From an optimization exercise on the open Yosys and OpenROAD flow, aimed at small area; shortcuts taken in it are not production practice.
Function was checked by simulation only, so behaviour that the tests miss may differ from the original.
Power and IR drop assume default switching activity.

File: flow/config.mk
export PLATFORM = sky130hd
export DESIGN_NAME = stopwatch
export DESIGN_NICKNAME = stopwatch
export VERILOG_FILES = /design/flow/design.v
export SDC_FILE = /design/flow/constraint.sdc
export NUM_CORES = 4
export LEC_CHECK = 0
export CAP_MARGIN = 20
export CORE_MARGIN = 2
export CORE_UTILIZATION = 40
export SLEW_MARGIN = 20
File: flow/constraint.sdc
create_clock -name core_clock -period 10.0 [get_ports {clk}]
set_input_delay 2.0000 -clock core_clock [delete_from_list [all_inputs] [get_ports {clk}]]
set_output_delay 2.0000 -clock core_clock [all_outputs]
set_load 0.01 [all_outputs]
File: flow/design.v
`timescale 1ns / 1ps
module Debouncer(
    input button,
	 input src_clk,
	 input src_rst,
	 input src_en,
    output reg deb_sig
    );
always @ (posedge src_clk)
begin
	if (src_rst)
		deb_sig <= 1'b0;
	else if (src_en)
		deb_sig <= button;
end
endmodule
`timescale 1ns / 1ps
module initFourHz #(
    parameter HALF = 62
    )(
    input src_rst,
    input src_clk,
    output reg clk_out,
    output tick
    );
reg [$clog2(HALF+1)-1:0] fourhz;
assign tick = (fourhz == HALF) && !clk_out;
always @ (posedge src_clk)
begin
	if(src_rst)
	begin
		fourhz <= 0;
		clk_out <= 0;
	end
	else if (fourhz == HALF)
	begin
		fourhz <= 0;
		clk_out <= ~clk_out;
	end
	else
		fourhz <= fourhz + 1'b1;
end
endmodule
`timescale 1ns / 1ps
module clock_divider #(
    parameter HALF_1HZ  = 500,
    parameter HALF_2HZ  = 250,
    parameter HALF_4HZ  = 125,
    parameter HALF_50HZ = 4
    )(
    input reset,
    input src_clk,
    output reg clk_1hz,   
    output reg clk_2hz,   
    output reg clk_4hz,   
    output reg clk_50hz,  
    output tick_1hz,
    output tick_2hz,
    output tick_4hz,
    output tick_50hz
    );
reg [$clog2(HALF_1HZ+1)-1:0]  onehz;
reg [$clog2(HALF_2HZ+1)-1:0]  twohz;
reg [$clog2(HALF_4HZ+1)-1:0]  fourhz;
reg [$clog2(HALF_50HZ+1)-1:0] fiftyhz;
assign tick_1hz  = (onehz   == HALF_1HZ)  && !clk_1hz;
assign tick_2hz  = (twohz   == HALF_2HZ)  && !clk_2hz;
assign tick_4hz  = (fourhz  == HALF_4HZ)  && !clk_4hz;
assign tick_50hz = (fiftyhz == HALF_50HZ) && !clk_50hz;
always @ (posedge src_clk)
begin
	if(reset)
	begin
		onehz <= 0;
		clk_1hz <= 0;
	end
	else if (onehz == HALF_1HZ)
	begin
		onehz <= 0;
		clk_1hz <= ~clk_1hz;
	end
	else
	begin
		onehz <= onehz + 1'b1;
	end
end
always @ (posedge src_clk)
begin
	if(reset)
	begin
		twohz <= 0;
		clk_2hz <= 0;
	end
	else if (twohz == HALF_2HZ)
	begin
		twohz <= 0;
		clk_2hz <= ~clk_2hz;
	end
	else
		twohz <= twohz + 1'b1;
end
always @ (posedge src_clk)
begin
	if(reset)
	begin
		fourhz <= 0;
		clk_4hz <= 0;
	end
	else if (fourhz == HALF_4HZ)
	begin
		fourhz <= 0;
		clk_4hz <= ~clk_4hz;
	end
	else
		fourhz <= fourhz + 1'b1;
end
always @ (posedge src_clk)
begin
	if(reset)
	begin
		fiftyhz <= 0;
		clk_50hz <= 0;
	end
	else if (fiftyhz == HALF_50HZ)
	begin
		fiftyhz <= 0;
		clk_50hz <= ~clk_50hz;
	end
	else
		fiftyhz <= fiftyhz + 1'b1;
end
endmodule
`timescale 1ns / 1ps
module digitDivider(
    input src_clk,
    input src_rst,
    input [11:0] seconds,
    output reg [3:0] sec_u,
    output reg [3:0] sec_t,
    output reg [3:0] min_u,
    output reg [3:0] min_t
    );
reg [5:0] min;
reg [5:0] sec;
always @ (posedge src_clk)
begin
	if ( src_rst )
	begin
		min <= 0;
		sec <= 0;
		sec_u <= 0;
		sec_t <= 0;
		min_u <= 0;
		min_t <= 0;
	end
	else
	begin
		min <= seconds / 60;
		sec <= seconds - ((seconds / 60) * 60);
		min_u <= min % 10;
		min_t <= min / 10;
		sec_u <= sec % 10;
		sec_t <= sec / 10;
	end
end
endmodule
`timescale 1ns / 1ps
module display_digit(input [1:0] select,
    input [3:0] digit_val,
    input dp,
	 input src_clk,
	 input src_rst,
	 input src_en,
	 output reg [3:0]anode,
	 output reg [7:0]segment
    );
	always @ (posedge src_clk)
	begin
		if (src_rst)
		begin
			anode <= 4'b1111;
			segment <= 8'b11111111;
		end
		else if (src_en)
		begin
			case(select)
				0:	anode <= 4'b1110;
				1: anode <= 4'b1101;
				2: anode <= 4'b1011;
				default: anode <= 4'b0111;
			endcase
			case(digit_val)
				0:	segment <= 8'b11000000;  
				1:	segment <= 8'b11111001;
				2:	segment <= 8'b10100100;
				3:	segment <= 8'b10110000;
				4:	segment <= 8'b10011001;
				5:	segment <= 8'b10010010;
				6:	segment <= 8'b10000010;
				7:	segment <= 8'b11111000;
				8:	segment <= 8'b10000000;
				default: segment <= 8'b10011000;
			endcase
			segment[7] <= ~dp;
		end
	end
endmodule
`timescale 1ns / 1ps
module stopwatch(
	 reset,
	 btnS,
	 btnR,
	 sw,
    clk,
	 an,
	 seg,
	 Led,
	 LedA,
	 LedB
    );
input reset;
input btnS;
input btnR;
output reg [2:0] Led;
output [1:0] LedA;
output reg LedB;
input [2:0] sw;
input clk;
output reg [3:0] an;
output reg [7:0] seg;
wire init_eightHz;
wire tick_eightHz;
initFourHz #(.HALF(62)) initEightHz(.src_rst(reset), .src_clk(clk), .clk_out(init_eightHz), .tick(tick_eightHz));
wire rst_db;
Debouncer d1(.button(btnS), .src_clk(clk), .src_rst(reset), .src_en(tick_eightHz), .deb_sig(rst_db));
wire btnR_db;
Debouncer d2(.button(btnR), .src_clk(clk), .src_rst(reset), .src_en(tick_eightHz), .deb_sig(btnR_db));
wire rst;
assign rst = rst_db;
reg pauseLed;
assign LedA[1] = rst;
assign LedA[0] = pauseLed;
wire oneHz, twoHz, fourHz, fiftyHz;
wire tick_oneHz, tick_twoHz, tick_fourHz, tick_fiftyHz;
clock_divider #(.HALF_1HZ(500), .HALF_2HZ(250), .HALF_4HZ(125), .HALF_50HZ(4)) ckdv(
	.reset(reset), .src_clk(clk),
	.clk_1hz(oneHz), .clk_2hz(twoHz), .clk_4hz(fourHz), .clk_50hz(fiftyHz),
	.tick_1hz(tick_oneHz), .tick_2hz(tick_twoHz), .tick_4hz(tick_fourHz), .tick_50hz(tick_fiftyHz));
reg pause;
always @ (posedge clk)
begin
	if (reset)
	begin
		pause <= 1'b0;
		pauseLed <= 1'b0;
	end
	else if (tick_eightHz && btnR && !btnR_db)
	begin
		pause <= ~pause;
		pauseLed <= pause;
	end
end
always @ (posedge clk)
begin
	if (reset)
		Led <= 3'b000;
	else
		Led <= sw;
end
wire [3:0] s_units;
wire [3:0] s_tens;
wire [3:0] m_units;
wire [3:0] m_tens;
reg [11:0] secs;
wire clk_speed;
assign clk_speed = ((sw[0] == 1 && sw[1] == 0) ? tick_twoHz : tick_oneHz);
wire [1:0] mode;
assign mode[0] = sw[0];
assign mode[1] = sw[1];
always @ (posedge clk)
begin
	if (reset || rst)
	begin
		secs <= 0;
		LedB <= 0;
	end
	else if (clk_speed)
	begin
		if (pause == 1)
		begin
			LedB <= 1;
		end
		else if (mode == 0)
		begin
			LedB <= 0;
			if (secs == 3599)
				secs <= 0;
			else
				secs <= secs + 12'd1;
		end
		else if (mode == 1)
		begin
			LedB <= 0;
			if (sw[2] == 1)
			begin
				if (secs >= 3540)
					secs <= secs - 12'd3540;
				else
					secs <= secs + 12'd60;
			end
			else
			begin
				if (secs >= 3599)
					secs <= 0;
				else
					secs <= secs + 12'd1;
			end
		end
		else if (mode == 2)
		begin
			LedB <= 0;
			if (secs == 0)
				secs <= 3599;
			else
				secs <= secs - 12'd1;
		end
	end
end
digitDivider digDiv(.src_clk(clk), .src_rst(reset), .seconds(secs), .sec_u(s_units), .sec_t(s_tens), .min_u(m_units), .min_t(m_tens));
reg [3:0] digit_value [0:3];
always @ (posedge clk)
begin
	if(reset || rst)
	begin
		digit_value[0] <= 4'd0;
		digit_value[1] <= 4'd0;
		digit_value[2] <= 4'd0;
		digit_value[3] <= 4'd0;
	end
	else
	begin
		digit_value[0] <= s_units;
		digit_value[1] <= s_tens;
		digit_value[2] <= m_units;
		digit_value[3] <= m_tens;
	end
end
reg [1:0] digPos;
reg decp;
always @ (posedge clk)
begin
	if (reset)
	begin
		digPos <= 0;
		decp <= 0;
	end
	else if (tick_fiftyHz)
	begin
		if (digPos == 1)
		begin
			decp <= 1;
			digPos <= digPos + 2'b01;
		end
		else
		begin
			decp <= 0;
			digPos <= digPos + 2'b01;
		end
	end
end
wire [3:0]an_val;
wire [7:0]seg_val;
display_digit dispDig(.select(digPos), .digit_val(digit_value[digPos]), .dp(decp), .src_clk(clk), .src_rst(reset), .src_en(tick_fiftyHz), .anode(an_val), .segment(seg_val));
reg count_four;
always @ (posedge clk)
begin
	if (reset)
		count_four <= 0;
	else if (tick_fourHz)
		count_four <= ~count_four;
end
always @ (posedge clk)
begin
	if (reset)
	begin
		an <= 4'b1111;
		seg <= 8'b11111111;
	end
	else if (tick_fiftyHz)
	begin
		if (mode == 1)
		begin
			if (count_four == 1)
			begin
				if (sw[2] == 1)
				begin
					an[0] <= an_val[0];
					an[1] <= an_val[1];
					an[2] <= 1'b1;
					an[3] <= 1'b1;
					seg <= seg_val;
				end
				else
				begin
					an[0] <= 1'b1;
					an[1] <= 1'b1;
					an[2] <= an_val[2];
					an[3] <= an_val[3];
					seg <= seg_val;
				end
			end
			else
			begin
				an <= an_val;
				seg <= seg_val;
			end
		end
		else
		begin
			an <= an_val;
			seg <= seg_val;
		end
	end
end
endmodule
File: flow/run.sh
#!/bin/bash
# synth_recipe.tcl (not shown) runs the flow's synth.tcl, then flattens the netlist and writes it again
# the make line also repeats each setting of config.mk as NAME=value (left out here)
make -C /OpenROAD-flow-scripts/flow DESIGN_CONFIG=/design/flow/config.mk WORK_HOME=/design/flow/orfs CLKGATE_MAP_FILE= SYNTH_SCRIPT=/design/flow/synth_recipe.tcl finish
==> out/metrics.cfg <==
[status]
status=finished clean

[routing]
wire_per_inst_microns=14.0
ant_nets=0
dr.first_iter.drc_count=451
drt_pass1_iterations=5
wirelength_mm=15.7
drc_errors=0
viasPerCell=5.30
num_vias=5957

[clock_tree]
hold_buffers=0
cts_buffer_depth=2
cts_buffers=17
insertion_delay_ps=410
cts_resized=0
cts_root_buffer=clkbuf_16
clkTransAtPathRegs_ps=60
clock-sinks=126
h-tree-depth=4
cts_setup_buffers=0
cts_tree=yes

[floorplan]
die_h_microns=138
dieArea_sq_mm=0.0191
io_pins=25
rows=49
core_area_sq_mm=0.0178
start_util=0.404
die_x_microns=138

[power]
ir_worst_vdd_mv=0.121
power_density_mw_per_mm2=147
power.total_mw=1.20
p_leak_nw=3.20

[synth]
syn_inst=884
ys_seq_elements=126
syn_nets=935
ys_seq_area_frac=0.350
ys_warn_count=8
avgSynthCellArea_sq_um=8.15
synth_edf_count=0
synth_ff_type=dfxtp_1
async_flop_share=0
synth_cell_types=80
syn_area_sq_mm=0.00721

[final_layout]
antenna_cells=0
drive_above_1_share=0.0715
final_cell_area_sq_mm=0.00816
layout_commonest_cell=dfxtp_1
mostFrequentLayoutCells=dfxtp_1, nor2_1, nand2_1
syn2layout_area_growth_pct=13.2
n_fill_cell=1752
fin_nets=934

[critical_path]
r2r_cells=23
endpoint=digDiv.sec[5]$_SDFF_PP0_
path_class=flop to flop
crit_start=secs[9]$_SDFFE_PP0P_
cp-start-kind=flop
required_ps=10280
rr_startpoint=secs[9]$_SDFFE_PP0P_
r2r_slack_ps=4010
end_kind=flop
critPathMaxFanout=22
cp.arrival_ps=6260
worstReg2RegEnd=digDiv.sec[5]$_SDFF_PP0_

[timing]
min_period_ps=5990
hold_violations=0
setup_tns_ps=0
slew_viol_final=0
rsz0062_at_grt=no
fmax_mhz=167
maxSlewHeadroom=0.406
period_share=0.599
fin_worst_hold_slack_ps=421
setup_viol=0
worst_slack_ps=4010
skew_ps=4.24
worst_pin_slew_ps=891

[global_routing]
grt_pass1_vias=5612
grt_pass1_wl_mm=26.8
grt_overflow=0
grt_max_degree=76
antenna_found_initial=0
grt_use_total=0.167

[place]
place_ws_ps=4070
hpwl_mm=10.8
place_area_sq_mm=0.00755
io_buffers=24
globalplace.congestion=0.910

[job]
drv_cap=0

[worst_hold_path]
hold_class=flop to flop

-- worst min-delay path by stage --
stage	startpoint	endpoint	slack (ps)	cells after the start
global placement	digDiv.sec_u[1]$_SDFF_PP0_	digit_value[0][1]$_SDFF_PP0_	410	1
finish	digDiv.sec_u[2]$_SDFF_PP0_	digit_value[0][2]$_SDFF_PP0_	420	1
global route	digDiv.sec_u[2]$_SDFF_PP0_	digit_value[0][2]$_SDFF_PP0_	430	1
floorplan	digDiv.sec_u[0]$_SDFF_PP0_	digit_value[0][0]$_SDFF_PP0_	410	1
CTS	digDiv.min_u[0]$_SDFF_PP0_	digit_value[2][0]$_SDFF_PP0_	420	1
detailed placement	digDiv.min_u[3]$_SDFF_PP0_	digit_value[2][3]$_SDFF_PP0_	410	1
-- where the power goes --
part	switching (mW)	internal [mW]
logic	0.0308	0.0204
clock network	0.233	0.400
registers	0.00681	0.511
-- kinds of logic after synthesis --
group,count (synthesis),share of synthesized area
AO/OA/AOI/OAI,211,0.198
multiplexers,9,0.0125
adder cells (fa/ha/maj),48,0.0830
flip-flops,126,0.350
AND/OR/NAND/NOR,338,0.231
XOR/XNOR,60,0.0729
buffers and inverters,92,0.0526
-- metal layers --
| metal | share of wire | track usage | vias up | wire length, microns |
|---|---|---|---|---|
| li1 | - | - | 3086 | - |
| met1 | 0.49 | 0.218 | 2743 | 7640 |
| met2 | 0.46 | 0.267 | 112 | 7250 |
| met3 | 0.035 | 0.0436 | 16 | 554 |
| met4 | 0.016 | 0.0628 | 0 | 252 |
| met5 | 0 | 0 | - | 0 |
-- synth_stat cells (9+ instances only) --
cell type / number / share of area
a211oi_1: 12 / 0.012
a21oi_1: 53 / 0.037
a31oi_1: 9 / 0.0078
and2_1: 17 / 0.015
and3_1: 12 / 0.010
clkbuf_1: 34 / 0.018
dfxtp_1: 126 / 0.35
ha_1: 43 / 0.075
inv_1: 41 / 0.021
mux2i_1: 9 / 0.012
nand2_1: 74 / 0.039
nand2b_1: 10 / 0.0087
nand3_1: 38 / 0.026
nand3b_1: 10 / 0.010
nor2_1: 108 / 0.056
nor2b_1: 9 / 0.0078
nor3_1: 20 / 0.014
o21ai_0: 43 / 0.030
o22ai_1: 9 / 0.0078
or2_2: 10 / 0.0087
xnor2_1: 40 / 0.049
xor2_1: 20 / 0.024
-- critical path, cell delays in order, from the launching register on --
cell and delay, ps:
dfxtp_1 800, nand3_1 140, inv_1 110, ha_1 230
nand4b_1 210, a221oi_1 510, o21ai_1 270, a211oi_2 290
xor2_1 170, a21oi_1 350, a21oi_1 150, nor4b_1 410
nand3_1 210, o32ai_2 170, nand2_1 110, ha_1 300
ha_1 280, ha_1 280, inv_1 50, ha_1 300
a21oi_1 170, xnor2_1 150, xnor2_1 130, nor2_1 50
-- sequential cells by signal, indices dropped and copies added (netlist names), 2 cells and up --
signal	count
initEightHz.fourhz	6
ckdv.onehz	9
ckdv.fourhz	7
ckdv.twohz	8
secs	12
digDiv.min	6
digDiv.sec_t	3
digDiv.sec	6
an	4
digPos	2
digDiv.sec_u	4
digDiv.min_u	4
dispDig.anode	4
dispDig.segment	8
ckdv.fiftyhz	3
digit_value	14
Led	3
seg	8
digDiv.min_t	3
-- stage by stage --
| step | instances | utilization |
|---|---|---|
| finish | 1124 | 0.457 |
| detailed placement | 1093 | 0.423 |
| floorplan | 884 | - |
| global placement | 1093 | 0.423 |
| global route | 1124 | 0.457 |
| CTS | 1124 | 0.457 |
-- cell type report --
cell class,count,area [sq um],area share
clock buffers,19,443,0.0543
clock inverters,12,161,0.0198
inverters,42,158,0.0193
multi-input cells,666,4310,0.528
flip-flops and latches,126,2520,0.309
well taps,229,287,0.0351
repair buffers,30,280,0.0344

## what the ideal ports hide
The flow's constraints put no driver on any port. The routed layout listed below was extracted and timed again, unchanged, in two steps.
Step 1: set_driving_cell puts a clkbuf_16 on clk and a buf_2 on each other input, an assumption about the parent block.
Step 2 moves the port delays by t, midway between the first and last clock arrival at a register: inputs arrive t later, outputs are due t later. That takes back most of the time a late clock gives input paths.
Three values: no drivers, after step 1, after step 2; two values: the first two.
t (ns): 0.455
setup WS [ns]: 4.013 / 4.013 / 4.013
worst hold slack (ns): 0.421 / 0.421 / 0.421
worst setup path at the end: register to register
latest minus earliest clock arrival (ns): 0.005 / 0.005
After both steps setup and hold are still met in this run. For this run, drivers alone change the setup slack by 0.000 ns; drivers and shift together by 0.000 ns.
